Background: an optimization exercise with open tools, aiming at small area and a short achievable clock period. Do not read the settings as production practice. In this exercise RTL edits were held to simulation tests only and were not proved equivalent to the original. No run shown here takes its clock network from TritonCTS; it comes from the design's own scripts or RTL. No driver is modelled on the clock port, so clock power and skew are understated where the tree is cut down; a real chip needs a root buffer or a tree. Power and IR drop assume default switching activity.

==> design.v <==
module pipelined_multiplier (
    input clk,
    input rst,
    input [10:0] n1,
    input [7:0] n2,
    output reg [18:0] product
);
    reg [10:0] a1;
    reg [7:0] b1;
    reg [48:0] r2;
    reg [32:0] r3;
    reg v1, v2, v3;
    wire pp1;
    wire pp2;
    wire pp3;
    wire pp4;
    wire pp5;
    wire pp6;
    wire pp7;
    wire pp8;
    wire pp9;
    wire pp10;
    wire pp11;
    wire pp12;
    wire pp13;
    wire pp14;
    wire pp15;
    wire pp16;
    wire pp17;
    wire pp18;
    wire pp19;
    wire pp20;
    wire pp21;
    wire pp22;
    wire pp23;
    wire pp24;
    wire pp25;
    wire pp26;
    wire pp27;
    wire pp28;
    wire pp29;
    wire pp30;
    wire pp31;
    wire pp32;
    wire pp33;
    wire pp34;
    wire pp35;
    wire pp36;
    wire pp37;
    wire pp38;
    wire pp39;
    wire pp40;
    wire pp41;
    wire pp42;
    wire pp43;
    wire pp44;
    wire pp45;
    wire pp46;
    wire pp47;
    wire pp48;
    wire pp49;
    wire pp50;
    wire pp51;
    wire pp52;
    wire pp53;
    wire pp54;
    wire pp55;
    wire pp56;
    wire pp57;
    wire pp58;
    wire pp59;
    wire pp60;
    wire pp61;
    wire pp62;
    wire pp63;
    wire pp64;
    wire pp65;
    wire pp66;
    wire pp67;
    wire pp68;
    wire pp69;
    wire pp70;
    wire pp71;
    wire pp72;
    wire pp73;
    wire pp74;
    wire pp75;
    wire pp76;
    wire pp77;
    wire pp78;
    wire pp79;
    wire pp80;
    wire pp81;
    wire pp82;
    wire pp83;
    wire pp84;
    wire pp85;
    wire pp86;
    wire pp87;
    wire pp88;
    wire s89;
    wire c90;
    wire s91;
    wire c92;
    wire s93;
    wire c94;
    wire s95;
    wire c96;
    wire s97;
    wire c98;
    wire s99;
    wire c100;
    wire s101;
    wire c102;
    wire s103;
    wire c104;
    wire s105;
    wire c106;
    wire s107;
    wire c108;
    wire s109;
    wire c110;
    wire s111;
    wire c112;
    wire s113;
    wire c114;
    wire s115;
    wire c116;
    wire s117;
    wire c118;
    wire s119;
    wire c120;
    wire s121;
    wire c122;
    wire s123;
    wire c124;
    wire s125;
    wire c126;
    wire s127;
    wire c128;
    wire s129;
    wire c130;
    wire s131;
    wire c132;
    wire s133;
    wire c134;
    wire s135;
    wire c136;
    wire s137;
    wire c138;
    wire s139;
    wire c140;
    wire s141;
    wire c142;
    wire s143;
    wire c144;
    wire s145;
    wire c146;
    wire s147;
    wire c148;
    wire s149;
    wire c150;
    wire s151;
    wire c152;
    wire s153;
    wire c154;
    wire s155;
    wire c156;
    wire s157;
    wire c158;
    wire s159;
    wire c160;
    wire s161;
    wire c162;
    wire s163;
    wire c164;
    wire s165;
    wire c166;
    wire s167;
    wire c168;
    wire s169;
    wire c170;
    wire s171;
    wire c172;
    wire s173;
    wire c174;
    wire s175;
    wire c176;
    wire s177;
    wire c178;
    wire s179;
    wire c180;
    wire s181;
    wire c182;
    wire s183;
    wire c184;
    wire s185;
    wire c186;
    wire s187;
    wire c188;
    wire s189;
    wire c190;
    wire s191;
    wire c192;
    wire s193;
    wire c194;
    wire s195;
    wire c196;
    wire s197;
    wire c198;
    wire s199;
    wire c200;
    wire s201;
    wire c202;
    wire s203;
    wire c204;
    wire s205;
    wire c206;
    wire s207;
    wire c208;
    wire g209;
    wire p210;
    wire g211;
    wire p212;
    wire g213;
    wire p214;
    wire g215;
    wire p216;
    wire g217;
    wire p218;
    wire g219;
    wire p220;
    wire g221;
    wire p222;
    wire g223;
    wire p224;
    wire g225;
    wire p226;
    wire g227;
    wire p228;
    wire g229;
    wire p230;
    wire g231;
    wire p232;
    wire g233;
    wire p234;
    wire g235;
    wire p236;
    wire g237;
    wire p238;
    wire G1_239;
    wire P1_240;
    wire P1_241;
    wire P1_242;
    wire G1_243;
    wire P1_244;
    wire G1_245;
    wire P1_246;
    wire G1_247;
    wire P1_248;
    wire G1_249;
    wire P1_250;
    wire G1_251;
    wire P1_252;
    wire G1_253;
    wire P1_254;
    wire G1_255;
    wire P1_256;
    wire G1_257;
    wire P1_258;
    wire G1_259;
    wire P1_260;
    wire G1_261;
    wire P1_262;
    wire G1_263;
    wire P1_264;
    wire G1_265;
    wire P1_266;
    wire G1_267;
    wire P1_268;
    wire G2_269;
    wire G2_270;
    wire P2_271;
    wire P2_272;
    wire G2_273;
    wire P2_274;
    wire G2_275;
    wire P2_276;
    wire G2_277;
    wire P2_278;
    wire G2_279;
    wire P2_280;
    wire G2_281;
    wire P2_282;
    wire G2_283;
    wire P2_284;
    wire G2_285;
    wire P2_286;
    wire G2_287;
    wire P2_288;
    wire G2_289;
    wire P2_290;
    wire G2_291;
    wire P2_292;
    wire G2_293;
    wire P2_294;
    wire G2_295;
    wire P2_296;
    wire G3_297;
    wire G3_298;
    wire G3_299;
    wire G3_300;
    wire P3_301;
    wire G3_302;
    wire P3_303;
    wire G3_304;
    wire P3_305;
    wire G3_306;
    wire P3_307;
    wire G3_308;
    wire P3_309;
    wire G3_310;
    wire P3_311;
    wire G3_312;
    wire P3_313;
    wire G3_314;
    wire P3_315;
    wire G3_316;
    wire P3_317;
    wire G3_318;
    wire P3_319;
    wire G4_320;
    wire G4_321;
    wire G4_322;
    wire G4_323;
    wire G4_324;
    wire G4_325;
    wire G4_326;
    wire G4_327;
    wire P4_328;
    wire G4_329;
    wire P4_330;
    wire G5_331;
    wire sum332;
    wire sum333;
    wire sum334;
    wire sum335;
    wire sum336;
    wire sum337;
    wire sum338;
    wire sum339;
    wire sum340;
    wire sum341;
    wire sum342;
    wire sum343;
    wire sum344;
    wire sum345;
    wire sum346;
    wire sum347;
    assign pp1 = a1[0] & b1[0];
    assign pp2 = a1[0] & b1[1];
    assign pp3 = a1[0] & b1[2];
    assign pp4 = a1[0] & b1[3];
    assign pp5 = a1[0] & b1[4];
    assign pp6 = a1[0] & b1[5];
    assign pp7 = a1[0] & b1[6];
    assign pp8 = a1[0] & b1[7];
    assign pp9 = a1[1] & b1[0];
    assign pp10 = a1[1] & b1[1];
    assign pp11 = a1[1] & b1[2];
    assign pp12 = a1[1] & b1[3];
    assign pp13 = a1[1] & b1[4];
    assign pp14 = a1[1] & b1[5];
    assign pp15 = a1[1] & b1[6];
    assign pp16 = a1[1] & b1[7];
    assign pp17 = a1[2] & b1[0];
    assign pp18 = a1[2] & b1[1];
    assign pp19 = a1[2] & b1[2];
    assign pp20 = a1[2] & b1[3];
    assign pp21 = a1[2] & b1[4];
    assign pp22 = a1[2] & b1[5];
    assign pp23 = a1[2] & b1[6];
    assign pp24 = a1[2] & b1[7];
    assign pp25 = a1[3] & b1[0];
    assign pp26 = a1[3] & b1[1];
    assign pp27 = a1[3] & b1[2];
    assign pp28 = a1[3] & b1[3];
    assign pp29 = a1[3] & b1[4];
    assign pp30 = a1[3] & b1[5];
    assign pp31 = a1[3] & b1[6];
    assign pp32 = a1[3] & b1[7];
    assign pp33 = a1[4] & b1[0];
    assign pp34 = a1[4] & b1[1];
    assign pp35 = a1[4] & b1[2];
    assign pp36 = a1[4] & b1[3];
    assign pp37 = a1[4] & b1[4];
    assign pp38 = a1[4] & b1[5];
    assign pp39 = a1[4] & b1[6];
    assign pp40 = a1[4] & b1[7];
    assign pp41 = a1[5] & b1[0];
    assign pp42 = a1[5] & b1[1];
    assign pp43 = a1[5] & b1[2];
    assign pp44 = a1[5] & b1[3];
    assign pp45 = a1[5] & b1[4];
    assign pp46 = a1[5] & b1[5];
    assign pp47 = a1[5] & b1[6];
    assign pp48 = a1[5] & b1[7];
    assign pp49 = a1[6] & b1[0];
    assign pp50 = a1[6] & b1[1];
    assign pp51 = a1[6] & b1[2];
    assign pp52 = a1[6] & b1[3];
    assign pp53 = a1[6] & b1[4];
    assign pp54 = a1[6] & b1[5];
    assign pp55 = a1[6] & b1[6];
    assign pp56 = a1[6] & b1[7];
    assign pp57 = a1[7] & b1[0];
    assign pp58 = a1[7] & b1[1];
    assign pp59 = a1[7] & b1[2];
    assign pp60 = a1[7] & b1[3];
    assign pp61 = a1[7] & b1[4];
    assign pp62 = a1[7] & b1[5];
    assign pp63 = a1[7] & b1[6];
    assign pp64 = a1[7] & b1[7];
    assign pp65 = a1[8] & b1[0];
    assign pp66 = a1[8] & b1[1];
    assign pp67 = a1[8] & b1[2];
    assign pp68 = a1[8] & b1[3];
    assign pp69 = a1[8] & b1[4];
    assign pp70 = a1[8] & b1[5];
    assign pp71 = a1[8] & b1[6];
    assign pp72 = a1[8] & b1[7];
    assign pp73 = a1[9] & b1[0];
    assign pp74 = a1[9] & b1[1];
    assign pp75 = a1[9] & b1[2];
    assign pp76 = a1[9] & b1[3];
    assign pp77 = a1[9] & b1[4];
    assign pp78 = a1[9] & b1[5];
    assign pp79 = a1[9] & b1[6];
    assign pp80 = a1[9] & b1[7];
    assign pp81 = a1[10] & b1[0];
    assign pp82 = a1[10] & b1[1];
    assign pp83 = a1[10] & b1[2];
    assign pp84 = a1[10] & b1[3];
    assign pp85 = a1[10] & b1[4];
    assign pp86 = a1[10] & b1[5];
    assign pp87 = a1[10] & b1[6];
    assign pp88 = a1[10] & b1[7];
    assign s89 = pp3 ^ pp10 ^ pp17;
    assign c90 = (pp3 & pp10) | (pp3 & pp17) | (pp10 & pp17);
    assign s91 = pp4 ^ pp11 ^ pp18;
    assign c92 = (pp4 & pp11) | (pp4 & pp18) | (pp11 & pp18);
    assign s93 = pp5 ^ pp12 ^ pp19;
    assign c94 = (pp5 & pp12) | (pp5 & pp19) | (pp12 & pp19);
    assign s95 = pp6 ^ pp13 ^ pp20;
    assign c96 = (pp6 & pp13) | (pp6 & pp20) | (pp13 & pp20);
    assign s97 = pp27 ^ pp34 ^ pp41;
    assign c98 = (pp27 & pp34) | (pp27 & pp41) | (pp34 & pp41);
    assign s99 = pp7 ^ pp14 ^ pp21;
    assign c100 = (pp7 & pp14) | (pp7 & pp21) | (pp14 & pp21);
    assign s101 = pp28 ^ pp35 ^ pp42;
    assign c102 = (pp28 & pp35) | (pp28 & pp42) | (pp35 & pp42);
    assign s103 = pp8 ^ pp15 ^ pp22;
    assign c104 = (pp8 & pp15) | (pp8 & pp22) | (pp15 & pp22);
    assign s105 = pp29 ^ pp36 ^ pp43;
    assign c106 = (pp29 & pp36) | (pp29 & pp43) | (pp36 & pp43);
    assign s107 = pp16 ^ pp23 ^ pp30;
    assign c108 = (pp16 & pp23) | (pp16 & pp30) | (pp23 & pp30);
    assign s109 = pp37 ^ pp44 ^ pp51;
    assign c110 = (pp37 & pp44) | (pp37 & pp51) | (pp44 & pp51);
    assign s111 = pp24 ^ pp31 ^ pp38;
    assign c112 = (pp24 & pp31) | (pp24 & pp38) | (pp31 & pp38);
    assign s113 = pp45 ^ pp52 ^ pp59;
    assign c114 = (pp45 & pp52) | (pp45 & pp59) | (pp52 & pp59);
    assign s115 = pp32 ^ pp39 ^ pp46;
    assign c116 = (pp32 & pp39) | (pp32 & pp46) | (pp39 & pp46);
    assign s117 = pp53 ^ pp60 ^ pp67;
    assign c118 = (pp53 & pp60) | (pp53 & pp67) | (pp60 & pp67);
    assign s119 = pp40 ^ pp47 ^ pp54;
    assign c120 = (pp40 & pp47) | (pp40 & pp54) | (pp47 & pp54);
    assign s121 = pp61 ^ pp68 ^ pp75;
    assign c122 = (pp61 & pp68) | (pp61 & pp75) | (pp68 & pp75);
    assign s123 = pp48 ^ pp55 ^ pp62;
    assign c124 = (pp48 & pp55) | (pp48 & pp62) | (pp55 & pp62);
    assign s125 = pp69 ^ pp76 ^ pp83;
    assign c126 = (pp69 & pp76) | (pp69 & pp83) | (pp76 & pp83);
    assign s127 = pp56 ^ pp63 ^ pp70;
    assign c128 = (pp56 & pp63) | (pp56 & pp70) | (pp63 & pp70);
    assign s129 = pp64 ^ pp71 ^ pp78;
    assign c130 = (pp64 & pp71) | (pp64 & pp78) | (pp71 & pp78);
    assign s131 = pp72 ^ pp79 ^ pp86;
    assign c132 = (pp72 & pp79) | (pp72 & pp86) | (pp79 & pp86);
    assign s133 = pp25 ^ c90 ^ s91;
    assign c134 = (pp25 & c90) | (pp25 & s91) | (c90 & s91);
    assign s135 = pp26 ^ pp33 ^ c92;
    assign c136 = (pp26 & pp33) | (pp26 & c92) | (pp33 & c92);
    assign s137 = c94 ^ s95 ^ s97;
    assign c138 = (c94 & s95) | (c94 & s97) | (s95 & s97);
    assign s139 = pp49 ^ c96 ^ c98;
    assign c140 = (pp49 & c96) | (pp49 & c98) | (c96 & c98);
    assign s141 = pp50 ^ pp57 ^ c100;
    assign c142 = (pp50 & pp57) | (pp50 & c100) | (pp57 & c100);
    assign s143 = c102 ^ s103 ^ s105;
    assign c144 = (c102 & s103) | (c102 & s105) | (s103 & s105);
    assign s145 = pp58 ^ pp65 ^ c104;
    assign c146 = (pp58 & pp65) | (pp58 & c104) | (pp65 & c104);
    assign s147 = c106 ^ s107 ^ s109;
    assign c148 = (c106 & s107) | (c106 & s109) | (s107 & s109);
    assign s149 = pp66 ^ pp73 ^ c108;
    assign c150 = (pp66 & pp73) | (pp66 & c108) | (pp73 & c108);
    assign s151 = c110 ^ s111 ^ s113;
    assign c152 = (c110 & s111) | (c110 & s113) | (s111 & s113);
    assign s153 = pp74 ^ pp81 ^ c112;
    assign c154 = (pp74 & pp81) | (pp74 & c112) | (pp81 & c112);
    assign s155 = c114 ^ s115 ^ s117;
    assign c156 = (c114 & s115) | (c114 & s117) | (s115 & s117);
    assign s157 = pp82 ^ c116 ^ c118;
    assign c158 = (pp82 & c116) | (pp82 & c118) | (c116 & c118);
    assign s159 = c120 ^ c122 ^ s123;
    assign c160 = (c120 & c122) | (c120 & s123) | (c122 & s123);
    assign s161 = pp77 ^ pp84 ^ c124;
    assign c162 = (pp77 & pp84) | (pp77 & c124) | (pp84 & c124);
    assign s163 = pp85 ^ c128 ^ s129;
    assign c164 = (pp85 & c128) | (pp85 & s129) | (c128 & s129);
    assign s165 = pp80 ^ pp87 ^ c132;
    assign c166 = (pp80 & pp87) | (pp80 & c132) | (pp87 & c132);
    assign s167 = r2[29] ^ r2[30];
    assign c168 = r2[29] & r2[30];
    assign s169 = r2[10] ^ r2[11];
    assign c170 = r2[10] & r2[11];
    assign s171 = r2[14] ^ r2[15];
    assign c172 = r2[14] & r2[15];
    assign s173 = r2[17] ^ r2[18] ^ r2[19];
    assign c174 = (r2[17] & r2[18]) | (r2[17] & r2[19]) | (r2[18] & r2[19]);
    assign s175 = r2[21] ^ r2[22] ^ r2[23];
    assign c176 = (r2[21] & r2[22]) | (r2[21] & r2[23]) | (r2[22] & r2[23]);
    assign s177 = r2[25] ^ r2[26] ^ r2[27];
    assign c178 = (r2[25] & r2[26]) | (r2[25] & r2[27]) | (r2[26] & r2[27]);
    assign s179 = r2[31] ^ r2[32] ^ r2[33];
    assign c180 = (r2[31] & r2[32]) | (r2[31] & r2[33]) | (r2[32] & r2[33]);
    assign s181 = r2[34] ^ r2[35] ^ r2[36];
    assign c182 = (r2[34] & r2[35]) | (r2[34] & r2[36]) | (r2[35] & r2[36]);
    assign s183 = r2[37] ^ r2[38] ^ r2[39];
    assign c184 = (r2[37] & r2[38]) | (r2[37] & r2[39]) | (r2[38] & r2[39]);
    assign s185 = r2[5] ^ r2[6];
    assign c186 = r2[5] & r2[6];
    assign s187 = r2[8] ^ r2[9];
    assign c188 = r2[8] & r2[9];
    assign s189 = r2[12] ^ r2[13] ^ s169;
    assign c190 = (r2[12] & r2[13]) | (r2[12] & s169) | (r2[13] & s169);
    assign s191 = r2[16] ^ c170 ^ s171;
    assign c192 = (r2[16] & c170) | (r2[16] & s171) | (c170 & s171);
    assign s193 = r2[20] ^ c172 ^ s173;
    assign c194 = (r2[20] & c172) | (r2[20] & s173) | (c172 & s173);
    assign s195 = r2[24] ^ c174 ^ s175;
    assign c196 = (r2[24] & c174) | (r2[24] & s175) | (c174 & s175);
    assign s197 = r2[28] ^ c176 ^ s177;
    assign c198 = (r2[28] & c176) | (r2[28] & s177) | (c176 & s177);
    assign s199 = s167 ^ c178 ^ s179;
    assign c200 = (s167 & c178) | (s167 & s179) | (c178 & s179);
    assign s201 = c168 ^ c180 ^ s181;
    assign c202 = (c168 & c180) | (c168 & s181) | (c180 & s181);
    assign s203 = r2[40] ^ c182 ^ s183;
    assign c204 = (r2[40] & c182) | (r2[40] & s183) | (c182 & s183);
    assign s205 = r2[41] ^ r2[42] ^ c184;
    assign c206 = (r2[41] & r2[42]) | (r2[41] & c184) | (r2[42] & c184);
    assign s207 = r2[43] ^ r2[44] ^ r2[45];
    assign c208 = (r2[43] & r2[44]) | (r2[43] & r2[45]) | (r2[44] & r2[45]);
    assign p210 = r2[1] ^ r2[2];
    assign g209 = r2[1] & r2[2];
    assign p212 = r2[7] ^ s185;
    assign g211 = r2[7] & s185;
    assign p214 = c186 ^ s187;
    assign g213 = c186 & s187;
    assign p216 = c188 ^ s189;
    assign g215 = c188 & s189;
    assign p218 = c190 ^ s191;
    assign g217 = c190 & s191;
    assign p220 = c192 ^ s193;
    assign g219 = c192 & s193;
    assign p222 = c194 ^ s195;
    assign g221 = c194 & s195;
    assign p224 = c196 ^ s197;
    assign g223 = c196 & s197;
    assign p226 = c198 ^ s199;
    assign g225 = c198 & s199;
    assign p228 = c200 ^ s201;
    assign g227 = c200 & s201;
    assign p230 = c202 ^ s203;
    assign g229 = c202 & s203;
    assign p232 = c204 ^ s205;
    assign g231 = c204 & s205;
    assign p234 = c206 ^ s207;
    assign g233 = c206 & s207;
    assign p236 = r2[46] ^ c208;
    assign g235 = r2[46] & c208;
    assign p238 = r2[47] ^ r2[48];
    assign g237 = r2[47] & r2[48];
    assign G1_239 = r3[3] & r3[2];
    assign P1_240 = r3[3] & r3[1];
    assign P1_241 = r3[4] & r3[3];
    assign P1_242 = r3[5] & r3[4];
    assign G1_243 = r3[8] | (r3[7] & r3[6]);
    assign P1_244 = r3[7] & r3[5];
    assign G1_245 = r3[10] | (r3[9] & r3[8]);
    assign P1_246 = r3[9] & r3[7];
    assign G1_247 = r3[12] | (r3[11] & r3[10]);
    assign P1_248 = r3[11] & r3[9];
    assign G1_249 = r3[14] | (r3[13] & r3[12]);
    assign P1_250 = r3[13] & r3[11];
    assign G1_251 = r3[16] | (r3[15] & r3[14]);
    assign P1_252 = r3[15] & r3[13];
    assign G1_253 = r3[18] | (r3[17] & r3[16]);
    assign P1_254 = r3[17] & r3[15];
    assign G1_255 = r3[20] | (r3[19] & r3[18]);
    assign P1_256 = r3[19] & r3[17];
    assign G1_257 = r3[22] | (r3[21] & r3[20]);
    assign P1_258 = r3[21] & r3[19];
    assign G1_259 = r3[24] | (r3[23] & r3[22]);
    assign P1_260 = r3[23] & r3[21];
    assign G1_261 = r3[26] | (r3[25] & r3[24]);
    assign P1_262 = r3[25] & r3[23];
    assign G1_263 = r3[28] | (r3[27] & r3[26]);
    assign P1_264 = r3[27] & r3[25];
    assign G1_265 = r3[30] | (r3[29] & r3[28]);
    assign P1_266 = r3[29] & r3[27];
    assign G1_267 = r3[32] | (r3[31] & r3[30]);
    assign P1_268 = r3[31] & r3[29];
    assign G2_269 = P1_241 & r3[2];
    assign G2_270 = r3[6] | (P1_242 & G1_239);
    assign P2_271 = P1_242 & P1_240;
    assign P2_272 = P1_244 & P1_241;
    assign G2_273 = G1_245 | (P1_246 & r3[6]);
    assign P2_274 = P1_246 & P1_242;
    assign G2_275 = G1_247 | (P1_248 & G1_243);
    assign P2_276 = P1_248 & P1_244;
    assign G2_277 = G1_249 | (P1_250 & G1_245);
    assign P2_278 = P1_250 & P1_246;
    assign G2_279 = G1_251 | (P1_252 & G1_247);
    assign P2_280 = P1_252 & P1_248;
    assign G2_281 = G1_253 | (P1_254 & G1_249);
    assign P2_282 = P1_254 & P1_250;
    assign G2_283 = G1_255 | (P1_256 & G1_251);
    assign P2_284 = P1_256 & P1_252;
    assign G2_285 = G1_257 | (P1_258 & G1_253);
    assign P2_286 = P1_258 & P1_254;
    assign G2_287 = G1_259 | (P1_260 & G1_255);
    assign P2_288 = P1_260 & P1_256;
    assign G2_289 = G1_261 | (P1_262 & G1_257);
    assign P2_290 = P1_262 & P1_258;
    assign G2_291 = G1_263 | (P1_264 & G1_259);
    assign P2_292 = P1_264 & P1_260;
    assign G2_293 = G1_265 | (P1_266 & G1_261);
    assign P2_294 = P1_266 & P1_262;
    assign G2_295 = G1_267 | (P1_268 & G1_263);
    assign P2_296 = P1_268 & P1_264;
    assign G3_297 = G1_243 | (P2_272 & r3[2]);
    assign G3_298 = G2_273 | (P2_274 & G1_239);
    assign G3_299 = G2_275 | (P2_276 & G2_269);
    assign G3_300 = G2_277 | (P2_278 & G2_270);
    assign P3_301 = P2_278 & P2_271;
    assign G3_302 = G2_279 | (P2_280 & G1_243);
    assign P3_303 = P2_280 & P2_272;
    assign G3_304 = G2_281 | (P2_282 & G2_273);
    assign P3_305 = P2_282 & P2_274;
    assign G3_306 = G2_283 | (P2_284 & G2_275);
    assign P3_307 = P2_284 & P2_276;
    assign G3_308 = G2_285 | (P2_286 & G2_277);
    assign P3_309 = P2_286 & P2_278;
    assign G3_310 = G2_287 | (P2_288 & G2_279);
    assign P3_311 = P2_288 & P2_280;
    assign G3_312 = G2_289 | (P2_290 & G2_281);
    assign P3_313 = P2_290 & P2_282;
    assign G3_314 = G2_291 | (P2_292 & G2_283);
    assign P3_315 = P2_292 & P2_284;
    assign G3_316 = G2_293 | (P2_294 & G2_285);
    assign P3_317 = P2_294 & P2_286;
    assign G3_318 = G2_295 | (P2_296 & G2_287);
    assign P3_319 = P2_296 & P2_288;
    assign G4_320 = G3_302 | (P3_303 & r3[2]);
    assign G4_321 = G3_304 | (P3_305 & G1_239);
    assign G4_322 = G3_306 | (P3_307 & G2_269);
    assign G4_323 = G3_308 | (P3_309 & G2_270);
    assign G4_324 = G3_310 | (P3_311 & G3_297);
    assign G4_325 = G3_312 | (P3_313 & G3_298);
    assign G4_326 = G3_314 | (P3_315 & G3_299);
    assign G4_327 = G3_316 | (P3_317 & G3_300);
    assign P4_328 = P3_317 & P3_301;
    assign G4_329 = G3_318 | (P3_319 & G3_302);
    assign P4_330 = P3_319 & P3_303;
    assign G5_331 = G4_329 | (P4_330 & r3[2]);
    assign sum332 = r3[3] ^ r3[2];
    assign sum333 = r3[4] ^ G1_239;
    assign sum334 = r3[5] ^ G2_269;
    assign sum335 = r3[7] ^ G2_270;
    assign sum336 = r3[9] ^ G3_297;
    assign sum337 = r3[11] ^ G3_298;
    assign sum338 = r3[13] ^ G3_299;
    assign sum339 = r3[15] ^ G3_300;
    assign sum340 = r3[17] ^ G4_320;
    assign sum341 = r3[19] ^ G4_321;
    assign sum342 = r3[21] ^ G4_322;
    assign sum343 = r3[23] ^ G4_323;
    assign sum344 = r3[25] ^ G4_324;
    assign sum345 = r3[27] ^ G4_325;
    assign sum346 = r3[29] ^ G4_326;
    assign sum347 = r3[31] ^ G4_327;
    wire [18:0] sum3 = {G5_331, sum347, sum346, sum345, sum344, sum343, sum342, sum341, sum340, sum339, sum338, sum337, sum336, sum335, sum334, sum333, sum332, r3[1], r3[0]};
    always @(posedge clk) begin
        a1 <= n1;
        b1 <= n2;
        r2[0] <= pp1;
        r2[1] <= pp2;
        r2[2] <= pp9;
        r2[3] <= s89;
        r2[4] <= s133;
        r2[5] <= s93;
        r2[6] <= c134;
        r2[7] <= s135;
        r2[8] <= c136;
        r2[9] <= s137;
        r2[10] <= s99;
        r2[11] <= s101;
        r2[12] <= c138;
        r2[13] <= s139;
        r2[14] <= c140;
        r2[15] <= s141;
        r2[16] <= s143;
        r2[17] <= c142;
        r2[18] <= c144;
        r2[19] <= s145;
        r2[20] <= s147;
        r2[21] <= c146;
        r2[22] <= c148;
        r2[23] <= s149;
        r2[24] <= s151;
        r2[25] <= c150;
        r2[26] <= c152;
        r2[27] <= s153;
        r2[28] <= s155;
        r2[29] <= s119;
        r2[30] <= s121;
        r2[31] <= c154;
        r2[32] <= c156;
        r2[33] <= s157;
        r2[34] <= s125;
        r2[35] <= c158;
        r2[36] <= s159;
        r2[37] <= c126;
        r2[38] <= s127;
        r2[39] <= c160;
        r2[40] <= s161;
        r2[41] <= c162;
        r2[42] <= s163;
        r2[43] <= c130;
        r2[44] <= s131;
        r2[45] <= c164;
        r2[46] <= s165;
        r2[47] <= pp88;
        r2[48] <= c166;
        r3[0] <= r2[0];
        r3[1] <= p210;
        r3[2] <= g209;
        r3[3] <= r2[3];
        r3[4] <= r2[4];
        r3[5] <= p212;
        r3[6] <= g211;
        r3[7] <= p214;
        r3[8] <= g213;
        r3[9] <= p216;
        r3[10] <= g215;
        r3[11] <= p218;
        r3[12] <= g217;
        r3[13] <= p220;
        r3[14] <= g219;
        r3[15] <= p222;
        r3[16] <= g221;
        r3[17] <= p224;
        r3[18] <= g223;
        r3[19] <= p226;
        r3[20] <= g225;
        r3[21] <= p228;
        r3[22] <= g227;
        r3[23] <= p230;
        r3[24] <= g229;
        r3[25] <= p232;
        r3[26] <= g231;
        r3[27] <= p234;
        r3[28] <= g233;
        r3[29] <= p236;
        r3[30] <= g235;
        r3[31] <= p238;
        r3[32] <= g237;
    end
    always @(posedge clk or posedge rst) begin
        if (rst) begin
            v1 <= 1'b0;
            v2 <= 1'b0;
            v3 <= 1'b0;
        end else begin
            v1 <= 1'b1;
            v2 <= v1;
            v3 <= v2;
        end
    end
    always @(posedge clk or posedge rst) begin
        if (rst)
            product <= 19'b0;
        else
            product <= sum3 & {19{v3}};
    end
endmodule
==> flow/run.sh <==
#!/bin/bash
# Own layout flow: the standard ORFS flow (standard.sh) with three changes:
#  - synthesis: the same script as synth_recipe.tcl, except that the second
#    part of Yosys's synth (fine:) runs with -noabc, so the bit-level adders
#    of the design reach extract_fa as written and map onto full-adder cells
#    without inverters between them (the final ABC mapping still runs);
#  - port buffers: buffer_ports uses sky130_fd_sc_hd__buf_1 instead of the
#    cell it picks by itself (clkdlybuf4s50_1);
#  - clock tree: flow/mycts.tcl (sourced before CTS) replaces
#    clock_tree_synthesis with a one-level tree (4 clkbuf_16 buffers fed by
#    the clock port, each driving a quarter of the flip-flops).
# Each tool's output goes to its own log file in the work folder.
set -euo pipefail
work=$(pwd)
first='proc synth {args} { yosys synth -nofsm -noshare {*}$args }'
if [[ "$(head -1 synth_recipe.tcl)" == "$first" ]]; then
  {
    echo 'proc synth {args} { if {[lsearch $args "fine:"] >= 0} { yosys synth -nofsm -noshare -noabc {*}$args } else { yosys synth -nofsm -noshare {*}$args } }'
    tail -n +2 synth_recipe.tcl
  } > "$work/own_synth.tcl"
else
  cp synth_recipe.tcl "$work/own_synth.tcl"
fi
extra=()
if [[ -f flow/extra.mk ]]; then
  while IFS= read -r line; do
    [[ -n "$line" && "$line" != \#* ]] && extra+=("$line")
  done < flow/extra.mk
fi
bash standard.sh SYNTH_SCRIPT="$work/own_synth.tcl" \
  "BUFFER_PORTS_ARGS=-buffer_cell sky130_fd_sc_hd__buf_1" "PRE_CTS_TCL=$work/flow/mycts.tcl" ${extra[@]+"${extra[@]}"} finish \
  > "$work/orfs_make.log" 2>&1
==> flow/mycts.tcl <==
rename clock_tree_synthesis orig_clock_tree_synthesis
proc clock_tree_synthesis {args} {
  set leaf_cell sky130_fd_sc_hd__clkbuf_16
  set root_cell none
  set nleaf 4
  if {[info exists ::env(OWN_CTS_LEAVES)]} { set nleaf $::env(OWN_CTS_LEAVES) }
  if {[info exists ::env(OWN_CTS_LEAF_CELL)]} { set leaf_cell $::env(OWN_CTS_LEAF_CELL) }
  if {[info exists ::env(OWN_CTS_ROOT_CELL)]} { set root_cell $::env(OWN_CTS_ROOT_CELL) }
  set block [ord::get_db_block]
  set clk_port [lindex [all_clocks] 0]
  set clk_net [[$block findBTerm clk] getNet]
  set sinks {}
  foreach pin [get_pins -of_objects [get_nets clk]] {
    if {[get_property $pin direction] ne "input"} { continue }
    set it [sta::sta_to_db_pin $pin]
    set bb [[$it getInst] getBBox]
    lappend sinks [list [expr {([$bb xMin] + [$bb xMax]) / 2}] [expr {([$bb yMin] + [$bb yMax]) / 2}] $pin]
  }
  set n [llength $sinks]
  puts "own cts: $n sinks, $nleaf leaf buffers"
  # split into nleaf groups: sort by y into rows of groups, then by x
  set ny [expr {int(sqrt($nleaf))}]
  if {$ny < 1} { set ny 1 }
  set nx [expr {($nleaf + $ny - 1) / $ny}]
  set groups {}
  set byy [lsort -integer -index 1 $sinks]
  set per_row [expr {($n + $ny - 1) / $ny}]
  for {set r 0} {$r < $ny} {incr r} {
    set row [lrange $byy [expr {$r * $per_row}] [expr {($r + 1) * $per_row - 1}]]
    set byx [lsort -integer -index 0 $row]
    set m [llength $byx]
    set per [expr {($m + $nx - 1) / $nx}]
    for {set c 0} {$c < $nx} {incr c} {
      set g [lrange $byx [expr {$c * $per}] [expr {($c + 1) * $per - 1}]]
      if {[llength $g]} { lappend groups $g }
    }
  }
  set dbu [$block getDbUnitsPerMicron]
  set leaves {}
  set k 0
  foreach g $groups {
    set sx 0; set sy 0; set pins {}
    foreach s $g { set sx [expr {$sx + [lindex $s 0]}]; set sy [expr {$sy + [lindex $s 1]}]; lappend pins [lindex $s 2] }
    set cx [expr {double($sx) / [llength $g] / $dbu}]
    set cy [expr {double($sy) / [llength $g] / $dbu}]
    set name "clkleaf_$k"
    set r [insert_buffer -buffer_cell $leaf_cell -net [get_nets clk] -load_pins $pins -location [list $cx $cy] -buffer_name $name -net_name "clknet_leaf_$k"]
    set name [get_full_name $r]
    lappend leaves $name
    incr k
  }
  if {$root_cell eq "none"} {
    foreach net [$block getNets] {
      set nm [$net getName]
      if {[string match clknet_* $nm] || $net eq $clk_net} { $net setSigType CLOCK }
    }
    set_propagated_clock [all_clocks]
    return
  }
  # root buffer at the centre of the leaves
  set sx 0; set sy 0; set pins {}
  foreach l $leaves {
    set bb [[$block findInst $l] getBBox]
    set sx [expr {$sx + ([$bb xMin] + [$bb xMax]) / 2}]
    set sy [expr {$sy + ([$bb yMin] + [$bb yMax]) / 2}]
    lappend pins [get_pins $l/A]
  }
  set cx [expr {double($sx) / [llength $leaves] / $dbu}]
  set cy [expr {double($sy) / [llength $leaves] / $dbu}]
  insert_buffer -buffer_cell $root_cell -net [get_nets clk] -load_pins $pins -location [list $cx $cy] -buffer_name clkroot -net_name clknet_root
  foreach net [$block getNets] {
    set nm [$net getName]
    if {[string match clknet_* $nm] || $net eq $clk_net} { $net setSigType CLOCK }
  }
  set_propagated_clock [all_clocks]
}
==> standard.sh <==
#!/bin/bash
# synth_recipe.tcl (not shown) runs the flow's synth.tcl, then flattens the netlist and writes it again
# the make line also repeats each setting of config.mk as NAME=value (left out here)
make -C /OpenROAD-flow-scripts/flow DESIGN_CONFIG=/design/flow/config.mk WORK_HOME=/design/flow/orfs CLKGATE_MAP_FILE= SYNTH_SCRIPT=/design/flow/synth_recipe.tcl "${@:-finish}"
==> config.mk <==
export PLATFORM = sky130hd
export DESIGN_NAME = pipelined_multiplier
export DESIGN_NICKNAME = pipelined_multiplier
export VERILOG_FILES = /design/flow/design.v
export SDC_FILE = /design/flow/constraint.sdc
export NUM_CORES = 4
export LEC_CHECK = 0
export CAP_MARGIN = 20
export CORE_MARGIN = 2
export CORE_UTILIZATION = 60
export SETUP_SLACK_MARGIN = 2.75
export SLEW_MARGIN = 20
==> constraint.sdc <==
create_clock -name core_clock -period 4.5 [get_ports {clk}]
set_input_delay 0.9000 -clock core_clock [delete_from_list [all_inputs] [get_ports {clk}]]
set_output_delay 0.9000 -clock core_clock [all_outputs]
set_load 0.01 [all_outputs]
==> results of run 1 <==
## area by class of cell, clock buffers not listed
type | instances | area (um2) | share of cell area
Inverter | 6 | 23.8 | 0.00426
Sequential cell | 123 | 2590 | 0.464
Tap cell | 108 | 135 | 0.0242
Timing Repair Buffer | 39 | 146 | 0.0262
Multi-Input combinational cell | 271 | 2580 | 0.463
## stage by stage
step	std cells	utilization
2_1_floorplan	412	-
3_3_place_gp	547	0.634
3_5_place_dp	547	0.634
4_1_cts	551	0.647
5_1_grt	551	0.649
6_report	551	0.649
## cell usage after synthesis (3+ instances only)
library cell,n,area share
xor2_1,3,0.0050
dfrtp_1,22,0.11
inv_1,5,0.0036
nand2_1,11,0.0079
a21oi_1,12,0.012
nand3_1,7,0.0067
nor2_1,9,0.0065
and2_1,98,0.12
clkbuf_1,10,0.0072
xnor2_1,5,0.0084
a211oi_1,3,0.0043
ha_1,21,0.050
o21ai_0,7,0.0067
dfxtp_1,101,0.39
a21o_1,5,0.0072
fa_1,55,0.21
nor3b_1,3,0.0043
a21boi_0,3,0.0043
## routing by layer
| metal | global-route usage | routed length, um |
|---|---|---|
| met4 | 0.0214 | 97 |
| met1 | 0.263 | 3910 |
| met5 | 0 | 0 |
| met2 | 0.309 | 3760 |
| met3 | 0.0165 | 284 |
## flip-flops by register name (all words and copies together), names as in the netlist
| signal | count |
|---|---|
| r3 | 33 |
| a1 | 11 |
| b1 | 8 |
| product | 19 |
| v2 | 1 |
| r2 | 49 |
| v3 | 1 |
| v1 | 1 |
## cell usage in the layout, fill, tap and decap left out, types with 2 or more instances in the layout
master,synthesis,routed
a211oi_1,3,3
a21boi_0,3,3
a21o_1,5,5
a21oi_1,12,12
a21oi_2,2,2
and2_1,98,98
and3_1,2,2
buf_1,0,39
clkbuf_16,0,4
dfrtp_1,22,22
dfxtp_1,101,87
dfxtp_2,0,14
fa_1,55,55
ha_1,21,21
inv_1,5,5
nand2_1,11,11
nand2b_1,2,2
nand3_1,7,7
nand4_1,2,2
nor2_1,9,9
nor3_1,2,2
nor3b_1,3,3
o21ai_0,7,6
xnor2_1,5,5
xor2_1,3,3
## power breakdown
part           leakage, nW  internal, mW  switching, mW
combinational         1.24         0.333          0.356
clock               0.0493         0.165          0.254
sequential            1.13          1.33          0.197
## worst max-delay path, delay by kind of cell (launching register included)
| family | cells | cell delay (ns) |
|---|---|---|
| AND/OR/NAND/NOR | 1 | 0.18 |
| flip-flops | 1 | 0.33 |
| AO/OA/AOI/OAI | 4 | 0.90 |
| adder cells (fa/ha/maj) | 1 | 0.24 |
## cell families after synthesis
logic type	synth area share
buffers and inverters	0.0146
flip-flops	0.493
AND/OR/NAND/NOR	0.161
multiplexers	0.00192
XOR/XNOR	0.0134
other	0.000718
adder cells (fa/ha/maj)	0.261
AO/OA/AOI/OAI	0.0544
## worst paths after layout
check                      slack, ns  cells past startpoint                     to     startpoint
min in group asynchronous       0.83                      2   product[1]$_DFF_PP0_            rst
setup / recovery                2.77                      6  product[17]$_DFF_PP0_  r3[2]$_DFF_P_
max in group asynchronous       3.20                      2  product[15]$_DFF_PP0_            rst
setup reg to reg                2.77                      6  product[17]$_DFF_PP0_  r3[2]$_DFF_P_
hold / removal                  0.34                      0          r3[3]$_DFF_P_  r2[3]$_DFF_P_
hold reg to reg                 0.34                      0          r3[3]$_DFF_P_  r2[3]$_DFF_P_
==> run summary, run 1 <==
- Starting utilization of the core area: 0.607
- Type of the tightest min-delay check: flip-flop to flip-flop
- Via-to-Cell Ratio: between 5 and 6
- Fin Clk Skew: approximately 0.009 ns
- Post-placement setup slack: between 2 and 3 ns
- Core Region: about 8600 um2
- Area growth, synth to finish: 6.88%
- Share of final-layout standard cells stronger than drive strength 1: 0.0542
- Die Footprint: between 9000 and 10000 um2
- Number of synthesized flops with an enable pin: 0
- Starting DRC count in detailed routing: 60
- Vias in the first global route: just under 3000
- Slowest-stage cell, CP: dfxtp_1
- Wire length of the first global-routing pass: around 14000 um
- Total of hold buffers inserted after clock tree synthesis: 0
- Mapped Nets: ~510
- Post-cts sizing count: 3
- Endpoint kind of the worst setup timing path: flip-flop
- Fin. max-slew vios: 0
- Post-layout nets: between 500 and 600
- Routed length per placed instance: 14.6 um
- DRT Wirelength: roughly 8100 um
- Data arrival at the endpoint of the critical path: around 1.8 ns
- Max Cap Violations: 0
- Kind of critical path: flip-flop to flip-flop
- PwrDens: roughly 470 nW/um2
- Cell Area, Placed: 5450 um2
- Leakage component of the power: around 2.4 nW
- RD Place Congestion: slightly above 0.8
- Total global routing overflow: 0
- Relative slew slack: 0.491
- Pin slew with the least headroom to its limit: roughly 0.76 ns
- Antenna viol nets, final: 0
- Detailed-placement wirelength estimate: approximately 6300 um
- Required time of the critical path: roughly 4.6 ns
- Pin count of the biggest net entering global routing: 32
- Worst setup SP type: flip-flop
- Vias post-DR: between 2000 and 3000
- Async set-reset flop share out of synthesis: 0.179
- Mapped Avg Cell Area: ~13 um2
- Setup repair after global routing missed its margin: true
- Number of fill cells in the layout: about 680
- CP Max Fanout: 3
- Number of endpoints with negative hold slack in the final report: 0
- DRC violations left: 0
- Die Height: approximately 100 um
- WHS: about 0.34 ns
- Seq cells post-synth: between 100 and 150
- PnR worst setup slack: 2.77 ns
- Clock edge transition at the registers on the reported setup and hold paths: around 0.1 ns
- Final critical-path required period: 1.73 ns
- Post-synth design cell area: between 5000 and 6000 um2
- IO buf count: 39
- Portion of the clock cycle consumed by the worst path in the final layout: 0.385
- Clk latency of the worst-skew pair: 0.17 ns
- DRT Pass-1 Iters: 4
- Final count of negative-setup-slack endpoints: 0
- FMAX: roughly 580 MHz
- Post-Synthesis Cells: a little over 400
- Sequential fraction of the synthesis area: 0.493
- Longest individual stage delay on the worst path: approximately 0.33 ns
- Worst-case vdd ir drop: 0.228 mV
- Initial antenna violation count: 0
- # diodes: 0
- Outcome: timing/DRC/antenna clean
- Number of setup buffers added after CTS: 0
- Setup tns final: 0 ns
- Global Route Usage Sum: 0.181
- Overall power: about 2.6 mW
- Main synth FF type: dfxtp_1
- Unique cell type count in the Yosys netlist: 43
- Site row count: 34
- Summed area of non-filler cells in the final layout: ~5600 um2
- Synth warnings: 1
- Critical-path cell list: ha_1, a31oi_2, a22oi_1, a221oi_2, a21oi_1, nor3b_1
- Die width: about 97 um
- I/O pin total: 40
==> run 2, diff against run 1 <==
--- a/design.v
+++ b/design.v
@@ -357,94 +357,94 @@
     wire sum345;
     wire sum346;
     wire sum347;
-    assign pp1 = a1[0] & b1[0];
-    assign pp2 = a1[0] & b1[1];
-    assign pp3 = a1[0] & b1[2];
-    assign pp4 = a1[0] & b1[3];
-    assign pp5 = a1[0] & b1[4];
-    assign pp6 = a1[0] & b1[5];
-    assign pp7 = a1[0] & b1[6];
-    assign pp8 = a1[0] & b1[7];
-    assign pp9 = a1[1] & b1[0];
-    assign pp10 = a1[1] & b1[1];
-    assign pp11 = a1[1] & b1[2];
-    assign pp12 = a1[1] & b1[3];
-    assign pp13 = a1[1] & b1[4];
-    assign pp14 = a1[1] & b1[5];
-    assign pp15 = a1[1] & b1[6];
-    assign pp16 = a1[1] & b1[7];
-    assign pp17 = a1[2] & b1[0];
-    assign pp18 = a1[2] & b1[1];
-    assign pp19 = a1[2] & b1[2];
-    assign pp20 = a1[2] & b1[3];
-    assign pp21 = a1[2] & b1[4];
-    assign pp22 = a1[2] & b1[5];
-    assign pp23 = a1[2] & b1[6];
-    assign pp24 = a1[2] & b1[7];
-    assign pp25 = a1[3] & b1[0];
-    assign pp26 = a1[3] & b1[1];
-    assign pp27 = a1[3] & b1[2];
-    assign pp28 = a1[3] & b1[3];
-    assign pp29 = a1[3] & b1[4];
-    assign pp30 = a1[3] & b1[5];
-    assign pp31 = a1[3] & b1[6];
-    assign pp32 = a1[3] & b1[7];
-    assign pp33 = a1[4] & b1[0];
-    assign pp34 = a1[4] & b1[1];
-    assign pp35 = a1[4] & b1[2];
-    assign pp36 = a1[4] & b1[3];
-    assign pp37 = a1[4] & b1[4];
-    assign pp38 = a1[4] & b1[5];
-    assign pp39 = a1[4] & b1[6];
-    assign pp40 = a1[4] & b1[7];
-    assign pp41 = a1[5] & b1[0];
-    assign pp42 = a1[5] & b1[1];
-    assign pp43 = a1[5] & b1[2];
-    assign pp44 = a1[5] & b1[3];
-    assign pp45 = a1[5] & b1[4];
-    assign pp46 = a1[5] & b1[5];
-    assign pp47 = a1[5] & b1[6];
-    assign pp48 = a1[5] & b1[7];
-    assign pp49 = a1[6] & b1[0];
-    assign pp50 = a1[6] & b1[1];
-    assign pp51 = a1[6] & b1[2];
-    assign pp52 = a1[6] & b1[3];
-    assign pp53 = a1[6] & b1[4];
-    assign pp54 = a1[6] & b1[5];
-    assign pp55 = a1[6] & b1[6];
-    assign pp56 = a1[6] & b1[7];
-    assign pp57 = a1[7] & b1[0];
-    assign pp58 = a1[7] & b1[1];
-    assign pp59 = a1[7] & b1[2];
-    assign pp60 = a1[7] & b1[3];
-    assign pp61 = a1[7] & b1[4];
-    assign pp62 = a1[7] & b1[5];
-    assign pp63 = a1[7] & b1[6];
-    assign pp64 = a1[7] & b1[7];
-    assign pp65 = a1[8] & b1[0];
-    assign pp66 = a1[8] & b1[1];
-    assign pp67 = a1[8] & b1[2];
-    assign pp68 = a1[8] & b1[3];
-    assign pp69 = a1[8] & b1[4];
-    assign pp70 = a1[8] & b1[5];
-    assign pp71 = a1[8] & b1[6];
-    assign pp72 = a1[8] & b1[7];
-    assign pp73 = a1[9] & b1[0];
-    assign pp74 = a1[9] & b1[1];
-    assign pp75 = a1[9] & b1[2];
-    assign pp76 = a1[9] & b1[3];
-    assign pp77 = a1[9] & b1[4];
-    assign pp78 = a1[9] & b1[5];
-    assign pp79 = a1[9] & b1[6];
-    assign pp80 = a1[9] & b1[7];
-    assign pp81 = a1[10] & b1[0];
-    assign pp82 = a1[10] & b1[1];
-    assign pp83 = a1[10] & b1[2];
-    assign pp84 = a1[10] & b1[3];
-    assign pp85 = a1[10] & b1[4];
-    assign pp86 = a1[10] & b1[5];
-    assign pp87 = a1[10] & b1[6];
-    assign pp88 = a1[10] & b1[7];
+    assign pp1 = ~a1[0] & ~b1[0];
+    assign pp2 = ~a1[0] & ~b1[1];
+    assign pp3 = ~a1[0] & ~b1[2];
+    assign pp4 = ~a1[0] & ~b1[3];
+    assign pp5 = ~a1[0] & ~b1[4];
+    assign pp6 = ~a1[0] & ~b1[5];
+    assign pp7 = ~a1[0] & ~b1[6];
+    assign pp8 = ~a1[0] & ~b1[7];
+    assign pp9 = ~a1[1] & ~b1[0];
+    assign pp10 = ~a1[1] & ~b1[1];
+    assign pp11 = ~a1[1] & ~b1[2];
+    assign pp12 = ~a1[1] & ~b1[3];
+    assign pp13 = ~a1[1] & ~b1[4];
+    assign pp14 = ~a1[1] & ~b1[5];
+    assign pp15 = ~a1[1] & ~b1[6];
+    assign pp16 = ~a1[1] & ~b1[7];
+    assign pp17 = ~a1[2] & ~b1[0];
+    assign pp18 = ~a1[2] & ~b1[1];
+    assign pp19 = ~a1[2] & ~b1[2];
+    assign pp20 = ~a1[2] & ~b1[3];
+    assign pp21 = ~a1[2] & ~b1[4];
+    assign pp22 = ~a1[2] & ~b1[5];
+    assign pp23 = ~a1[2] & ~b1[6];
+    assign pp24 = ~a1[2] & ~b1[7];
+    assign pp25 = ~a1[3] & ~b1[0];
+    assign pp26 = ~a1[3] & ~b1[1];
+    assign pp27 = ~a1[3] & ~b1[2];
+    assign pp28 = ~a1[3] & ~b1[3];
+    assign pp29 = ~a1[3] & ~b1[4];
+    assign pp30 = ~a1[3] & ~b1[5];
+    assign pp31 = ~a1[3] & ~b1[6];
+    assign pp32 = ~a1[3] & ~b1[7];
+    assign pp33 = ~a1[4] & ~b1[0];
+    assign pp34 = ~a1[4] & ~b1[1];
+    assign pp35 = ~a1[4] & ~b1[2];
+    assign pp36 = ~a1[4] & ~b1[3];
+    assign pp37 = ~a1[4] & ~b1[4];
+    assign pp38 = ~a1[4] & ~b1[5];
+    assign pp39 = ~a1[4] & ~b1[6];
+    assign pp40 = ~a1[4] & ~b1[7];
+    assign pp41 = ~a1[5] & ~b1[0];
+    assign pp42 = ~a1[5] & ~b1[1];
+    assign pp43 = ~a1[5] & ~b1[2];
+    assign pp44 = ~a1[5] & ~b1[3];
+    assign pp45 = ~a1[5] & ~b1[4];
+    assign pp46 = ~a1[5] & ~b1[5];
+    assign pp47 = ~a1[5] & ~b1[6];
+    assign pp48 = ~a1[5] & ~b1[7];
+    assign pp49 = ~a1[6] & ~b1[0];
+    assign pp50 = ~a1[6] & ~b1[1];
+    assign pp51 = ~a1[6] & ~b1[2];
+    assign pp52 = ~a1[6] & ~b1[3];
+    assign pp53 = ~a1[6] & ~b1[4];
+    assign pp54 = ~a1[6] & ~b1[5];
+    assign pp55 = ~a1[6] & ~b1[6];
+    assign pp56 = ~a1[6] & ~b1[7];
+    assign pp57 = ~a1[7] & ~b1[0];
+    assign pp58 = ~a1[7] & ~b1[1];
+    assign pp59 = ~a1[7] & ~b1[2];
+    assign pp60 = ~a1[7] & ~b1[3];
+    assign pp61 = ~a1[7] & ~b1[4];
+    assign pp62 = ~a1[7] & ~b1[5];
+    assign pp63 = ~a1[7] & ~b1[6];
+    assign pp64 = ~a1[7] & ~b1[7];
+    assign pp65 = ~a1[8] & ~b1[0];
+    assign pp66 = ~a1[8] & ~b1[1];
+    assign pp67 = ~a1[8] & ~b1[2];
+    assign pp68 = ~a1[8] & ~b1[3];
+    assign pp69 = ~a1[8] & ~b1[4];
+    assign pp70 = ~a1[8] & ~b1[5];
+    assign pp71 = ~a1[8] & ~b1[6];
+    assign pp72 = ~a1[8] & ~b1[7];
+    assign pp73 = ~a1[9] & ~b1[0];
+    assign pp74 = ~a1[9] & ~b1[1];
+    assign pp75 = ~a1[9] & ~b1[2];
+    assign pp76 = ~a1[9] & ~b1[3];
+    assign pp77 = ~a1[9] & ~b1[4];
+    assign pp78 = ~a1[9] & ~b1[5];
+    assign pp79 = ~a1[9] & ~b1[6];
+    assign pp80 = ~a1[9] & ~b1[7];
+    assign pp81 = ~a1[10] & ~b1[0];
+    assign pp82 = ~a1[10] & ~b1[1];
+    assign pp83 = ~a1[10] & ~b1[2];
+    assign pp84 = ~a1[10] & ~b1[3];
+    assign pp85 = ~a1[10] & ~b1[4];
+    assign pp86 = ~a1[10] & ~b1[5];
+    assign pp87 = ~a1[10] & ~b1[6];
+    assign pp88 = ~a1[10] & ~b1[7];
     assign s89 = pp3 ^ pp10 ^ pp17;
     assign c90 = (pp3 & pp10) | (pp3 & pp17) | (pp10 & pp17);
     assign s91 = pp4 ^ pp11 ^ pp18;
@@ -706,8 +706,8 @@
     assign sum347 = r3[31] ^ G4_327;
     wire [18:0] sum3 = {G5_331, sum347, sum346, sum345, sum344, sum343, sum342, sum341, sum340, sum339, sum338, sum337, sum336, sum335, sum334, sum333, sum332, r3[1], r3[0]};
     always @(posedge clk) begin
-        a1 <= n1;
-        b1 <= n2;
+        a1 <= ~n1;
+        b1 <= ~n2;
         r2[0] <= pp1;
         r2[1] <= pp2;
         r2[2] <= pp9;
==> run 2 against run 1 <==
Effect of this change:
- final cell count rose by 2.9%
- sequential cell count unchanged
- combinational power is 3% higher
- worst setup slack better by 0.026 ns
- register-to-register slack improved by 0.03 ns
- critical path type unchanged
- critical endpoint is now r2[28]$_DFF_P_
==> run summary, run 2 <==
- Outcome: timing/DRC/antenna clean
- Fin. max-slew vios: 0
- Overall power: 2.66 mW
- Post-layout nets: 561
- Portion of the clock cycle consumed by the worst path in the final layout: 0.379
- Placed insts: between 500 and 600
- Vias post-DR: about 2900
- Post-Synthesis Cells: about 440
- Die Footprint: between 9000 and 10000 um2
- IO buf count: 39
- Wire length of the first global-routing pass: 14200 um
- Sequential fraction of the synthesis area: 0.503
- Cell count of the worst reg-to-reg path: 3
- PwrDens: 488 nW/um2
- Total of hold buffers inserted after clock tree synthesis: 0
- Detailed-placement wirelength estimate: around 6400 um
- Post-synth design cell area: between 5000 and 6000 um2
- Worst-case vdd ir drop: a little over 0.3 mV
- DRC violations left: 0
- Via-to-Cell Ratio: roughly 5.1
- Top Registers: r2 x49, r3 x33, product x19
- Number of synthesized flops with an enable pin: 0
- Setup tns final: 0 ns
- Leading cell type in the layout, fill and taps excluded: nor2_1
- Clock edge transition at the registers on the reported setup and hold paths: 0.10 ns
- Die Height: around 96 um
- Required time of the critical path: roughly 4.6 ns
- Fin Clk Skew: approximately 0.012 ns
- Cell Area, Placed: 5300 um2
- Pin slew with the least headroom to its limit: about 0.78 ns
- Unique cell type count in the Yosys netlist: 43
- Clk latency of the worst-skew pair: roughly 0.17 ns
- Main synth FF type: dfxtp_1
- Reg-to-reg critical path startpoint: b1[7]$_DFF_P_
- Final critical-path required period: 1.71 ns
- Antenna viol nets, final: 0
- Leakage component of the power: around 2.5 nW
- Async set-reset flop share out of synthesis: 0.179
- RD Place Congestion: 0.854
- DRT Wirelength: around 8600 um
- WHS: ~0.35 ns
- Relative slew slack: 0.480
- Leading cell types in the layout, fill and taps excluded: 97 x nor2_1, 84 x dfxtp_1, 55 x fa_1
- Share of final-layout standard cells stronger than drive strength 1: 0.0671
- Data arrival at the endpoint of the critical path: ~1.8 ns
- End of the worst register-to-register path: r2[28]$_DFF_P_
- PnR worst setup slack: about 2.8 ns
- Number of setup buffers added after CTS: 0
- Site row count: 33
- Area growth, synth to finish: 6.73%
- Max Cap Violations: 0
- I/O pin total: 40
- Largest register by flop count: r2
- Final count of negative-setup-slack endpoints: 0
- Global Route Usage Sum: 0.194
- Most instantiated library cell after synthesis: dfxtp_1
- Synth warnings: 1
- Type of the tightest min-delay check: flip-flop to flip-flop
- CP Max Fanout: 11
- Total global routing overflow: 0
- Most frequent cells after synthesis: 101 x dfxtp_1, 97 x nor2_1, 55 x fa_1
- FMAX: 586 MHz
- Number of cells traversed by the worst hold path: 0
- Mapped Nets: about 540
- Pin count of the biggest net entering global routing: 32
- Proportion of netlist area held by the largest area contributor: 0.395
- Core Region: between 8000 and 9000 um2
- Starting utilization of the core area: 0.619
- Worst setup SP type: flip-flop
- Seq cells post-synth: about 120
- Post-route core utilization: 0.661
- # diodes: 0
- DRT Pass-1 Iters: 4
- Setup repair after global routing missed its margin: true
- End point of the critical path: r2[28]$_DFF_P_
- Starting DRC count in detailed routing: just over 80
- Initial antenna violation count: 0
- Endpoint kind of the worst setup timing path: flip-flop
- Largest register FFs: 49
- Vias in the first global route: between 2000 and 3000
- Post-placement setup slack: approximately 2.7 ns
- Kind of critical path: flip-flop to flip-flop
- First element of the critical path: b1[7]$_DFF_P_
- Die width: just under 100 um
- Finished Layout Cells: around 570
- Number of endpoints with negative hold slack in the final report: 0
- Dominant cell type by area after synthesis: dfxtp_1
- FF-to-FF setup slack: between 2 and 3 ns
- Top cells by area in the synthesized netlist: dfxtp_1 40%, fa_1 22%, dfrtp_1 11%
- Routed length per placed instance: 15.1 um
- Mapped Avg Cell Area: between 10 and 15 um2
- Summed area of non-filler cells in the final layout: 5460 um2
[run 2: cell count changes in the layout (fill, tap and decap cells not counted), moves of 3 or more]
cell,change
inv_1,+19
nor2_1,+88
dfxtp_4,+3
dfxtp_1,-3
and2_1,-88
[run 2: cells by family (layout without fill, tap and decap cells)]
| kind of cell | count (synthesis) | count (layout) | synth area share |
|---|---|---|---|
| buf+inv | 48 | 68 | 0.0370 |
| mux | 1 | 1 | 0.00196 |
| simple gates | 142 | 142 | 0.121 |
| other cells | 1 | 1 | 0.000734 |
| flops | 123 | 123 | 0.503 |
| fa+ha+maj | 76 | 76 | 0.267 |
| xor+xnor | 8 | 8 | 0.0137 |
| compound gates | 43 | 43 | 0.0556 |
[run 2: how the worst min path moves through the flow]
stage | start | end | slack, ns
final | r2[3]$_DFF_P_ | r3[3]$_DFF_P_ | 0.35
after global routing | r2[3]$_DFF_P_ | r3[3]$_DFF_P_ | 0.36
after CTS | r2[3]$_DFF_P_ | r3[3]$_DFF_P_ | 0.35
after detailed placement | r2[3]$_DFF_P_ | r3[3]$_DFF_P_ | 0.32
after global placement | r2[0]$_DFF_P_ | r3[0]$_DFF_P_ | 0.32
after floorplan | r2[0]$_DFF_P_ | r3[0]$_DFF_P_ | 0.31
[run 2: layout make-up, clock buffers not listed]
type	instances	area, um2
well taps	105	131
fillers	678	2800
multi-input cells	271	2380
inverters	25	97.6
repair buffers	39	146
flip-flops and latches	123	2600
[run 2: what timing repair did]
action | CTS | global route
endpoints found under the setup margin | 12 | 15
gates cloned | 0 | 0
resized for setup | 14 | 13
pin swaps | 0 | 0
[run 2: where the power goes]
group          switching (mW)  total [mW]  leakage, nW  internal, mW
Clock                   0.251       0.416       0.0493         0.165
Combinational           0.376       0.708         1.28         0.332
Sequential              0.206        1.54         1.13          1.33
[run 2: worst max-delay path, stage by stage, from the launching register on]
cell	delay (ns)
dfxtp_2	0.46
nor2_1	0.09
fa_1	0.58
fa_1	0.45
[run 2: per-layer routing]
layer	global-route usage	routed length [um]
met5	0	0
met4	0.0211	92
met3	0.0133	333
met2	0.347	4140
met1	0.272	3990
==> run 3, diff against run 2 <==
--- a/config.mk
+++ b/config.mk
@@ -8,5 +8,5 @@
 export CAP_MARGIN = 20
 export CORE_MARGIN = 2
 export CORE_UTILIZATION = 60
-export SETUP_SLACK_MARGIN = 2.75
+export SETUP_SLACK_MARGIN = 2.8
 export SLEW_MARGIN = 20
==> run 3 against run 2 <==
Effect of this change:
- core utilization rose by 1.1 points
- sequential power barely moved
- clock skew fell by 0.0074 ns
- sequential share of layout area shrank 0.21 points
- worst setup slack gained 0.022 ns
- wire length down 1.2%
- critical path depth did not move
- sequential cell count unchanged
- combinational power rose by 2.8%
==> run summary, run 3 <==
- Mapped Nets: 539
- Unique cell type count in the Yosys netlist: 43
- Final count of negative-setup-slack endpoints: 0
- Endpoint kind of the worst setup timing path: flip-flop
- Synth warnings: 1
- Clk latency of the worst-skew pair: 0.17 ns
- Vias in the first global route: approximately 3000
- Final critical-path required period: about 1.7 ns
- CP Max Fanout: 1
- RD Place Congestion: 0.839
- I/O pin total: 40
- Wire length of the first global-routing pass: between 10000 and 15000 um
- Pin count of the biggest net entering global routing: 32
- Max Cap Violations: 0
- Mapped Avg Cell Area: 11.6 um2
- Async set-reset flop share out of synthesis: 0.179
- Proportion of power drawn by the clock network: 0.155
- Switching share of power: 0.315
- # diodes: 0
- Initial antenna violation count: 0
- Simple-gate share of the synthesized area: 0.121
- Post-layout nets: 562
- Clock edge transition at the registers on the reported setup and hold paths: between 0.1 and 0.15 ns
- Die Height: 96.3 um
- Post-Synthesis Cells: roughly 440
- Share of final-layout standard cells stronger than drive strength 1: 0.104
- DRT Wirelength: about 8500 um
- FMAX: 594 MHz
- Leakage component of the power: 2.49 nW
- PwrDens: approximately 500 nW/um2
- Combinational family with the most area after synthesis: adder cells
- Leading cell types in the layout, fill and taps excluded: 96 x nor2_1, 72 x dfxtp_1, 55 x fa_1
- Die Footprint: between 9000 and 10000 um2
- Top cells by area in the synthesized netlist: dfxtp_1 40%, fa_1 22%, dfrtp_1 11%
- Longest individual stage delay on the worst path: between 0.5 and 0.6 ns
- Most used cell, CP: fa_1
- Top Registers: r2 x49, r3 x33, product x19
- Type of the tightest min-delay check: flip-flop to flip-flop
- Detailed-placement wirelength estimate: between 6000 and 7000 um
- Proportion of netlist area held by the largest area contributor: 0.395
- Switching power summed over all nets: roughly 0.85 mW
- Placed insts: 563
- Site row count: 33
- Summed area of non-filler cells in the final layout: 5550 um2
- Kind of critical path: flip-flop to flip-flop
- Xor/xnor cell area share of the yosys netlist: 0.0137
- Starting DRC count in detailed routing: 65
- Worst-case vdd ir drop: between 0.2 and 0.25 mV
- Total global routing overflow: 0
- Total of hold buffers inserted after clock tree synthesis: 0
- Slowest-stage cell, CP: fa_1
- Worst setup SP type: flip-flop
- Core Region: 8260 um2
- Fin. max-slew vios: 0
- Main synth FF type: dfxtp_1
- Most instantiated library cell after synthesis: dfxtp_1
- Via-to-Cell Ratio: roughly 5.2
- Critical-path cell list: fa_1, fa_1, ha_1
- Most frequent cells after synthesis: 101 x dfxtp_1, 97 x nor2_1, 55 x fa_1
- Share of the synthesized area in compound gates (AO/OA/AOI/OAI): 0.0556
- Largest register FFs: just under 50
- Global Route Usage Sum: 0.198
- Data arrival at the endpoint of the critical path: ~1.8 ns
- IO buf count: 39
- Outcome: timing/DRC/antenna clean
- Seq cells post-synth: between 100 and 150
- Fin Clk Skew: about 0.005 ns
- Area growth, synth to finish: 8.49%
- Multiplexer share of the synthesized area: 0.00196
- DRC violations left: 0
- Post-synth design cell area: roughly 5100 um2
- Sequential fraction of the synthesis area: 0.503
- Finished Layout Cells: 568
- Starting utilization of the core area: 0.619
- DRT Pass-1 Iters: 4
- Required time of the critical path: between 4 and 5 ns
- Reg power frac: 0.574
- Cell Area, Placed: between 5000 and 6000 um2
- Setup repair after global routing missed its margin: true
- Setup tns final: 0 ns
- Die width: slightly below 100 um
- Adder-Cell Fraction of Synth Area: 0.267
- Dominant cell type by area after synthesis: dfxtp_1
- Relative slew slack: 0.488
- Leading cell type in the layout, fill and taps excluded: nor2_1
- Vias post-DR: around 2900
- Pint: ~1.8 mW
- Antenna viol nets, final: 0
- Routed length per placed instance: 14.9 um
- Pin slew with the least headroom to its limit: 0.767 ns
- Combinational power share: 0.270
- Number of endpoints with negative hold slack in the final report: 0
- Portion of the clock cycle consumed by the worst path in the final layout: 0.374
- Number of synthesized flops with an enable pin: 0
- Largest register by flop count: r2
-- run 3: layout make-up, clock buffers not listed --
type	count	area, um2
Fill cell	635	2710
Inverter	25	95.1
Tap cell	105	131
Multi-Input combinational cell	271	2430
Sequential cell	123	2630
Timing Repair Buffer	40	154
-- run 3: cells by family after synthesis --
kind of cell / Yosys count
AOI/OAI and AO/OA: 43
xor gates and xnor gates: 8
adders and majority gates: 76
buffers and inverters: 48
DFF: 123
muxes: 1
other: 1
and+or+nand+nor: 142
-- run 3: worst paths after layout --
check                      cells after the start  slack, ns            from               endpoint
min                                            0       0.34   r2[0]$_DFF_P_          r3[0]$_DFF_P_
min in group asynchronous                      2       0.83             rst           v3$_DFF_PP0_
max reg2reg                                    3       2.82  r2[31]$_DFF_P_         r3[19]$_DFF_P_
min reg2reg                                    0       0.34   r2[0]$_DFF_P_          r3[0]$_DFF_P_
max                                            3       2.82  r2[31]$_DFF_P_         r3[19]$_DFF_P_
max in group asynchronous                      2       3.19             rst  product[17]$_DFF_PP0_
-- run 3: metal layers --
layer	track usage	part of all wire
met2	0.334	0.46
met1	0.284	0.47
met4	0.0340	0.017
met3	0.0211	0.054
met5	0	0
-- run 3: per-stage QoR --
stage	power (mW)	utilization	setup WS, ns	hold slack (ns)
global route	2.92	0.672	2.77	0.360
CTS	2.67	0.658	2.77	0.344
floorplan	2.04	-	2.81	0.310
finish	2.69	0.672	2.82	0.343
global placement	2.22	0.641	2.73	0.315
detailed placement	2.24	0.641	2.63	0.318
-- run 3: power by group through the flow --
stage                     sequential, mW  combinational, mW  clock (mW)
after floorplan                     1.50              0.543           0
after global placement              1.55              0.668           0
after detailed placement            1.55              0.687           0
after CTS                           1.53              0.703       0.431
after global routing                1.59              0.857       0.477
final                               1.55              0.728       0.419
-- run 3: repair_timing --
| item | in CTS | in global routing |
|---|---|---|
| gates resized for setup | 21 | 35 |
| cloned | 0 | 0 |
| setup endpoints to repair | 33 | 21 |
| pin swaps | 0 | 8 |
| setup buffers | 0 | 1 |
-- run 3: critical path: cells and delay by family (launching register included) --
family	cells	cell delay (ns)
fa+ha+maj	3	1.24
flops	1	0.34

## static timing again, ports no longer ideal
Ports are ideal in the flow. The routed layouts listed here were re-timed in OpenROAD. Step 1 (the two cells are an assumption about what drives the block):
set clk [get_ports {clk}]
set_driving_cell -lib_cell sky130_fd_sc_hd__clkbuf_16 $clk
set_driving_cell -lib_cell sky130_fd_sc_hd__buf_2 [delete_from_list [all_inputs] $clk]
Step 2 moves the port delays by t, midway between the first and last clock arrival at a register: inputs arrive t later, outputs are due t later. That takes back most of the time a late clock gives input paths. Three values: ideal ports, drivers, drivers and shift; two values: the first two.
run | t (ns) | setup slack, ns | worst setup path at the end | worst data-port slew with drivers (ns)
run 1 | 0.244 | 2.769 / 2.769 / 2.769 | register to register | 0.03
run 2 | 0.242 | 2.794 / 2.794 / 2.794 | register to register | 0.03
run 3 | 0.243 | 2.817 / 2.817 / 2.817 | register to register | 0.03
After both steps setup and hold are still met in every run listed.
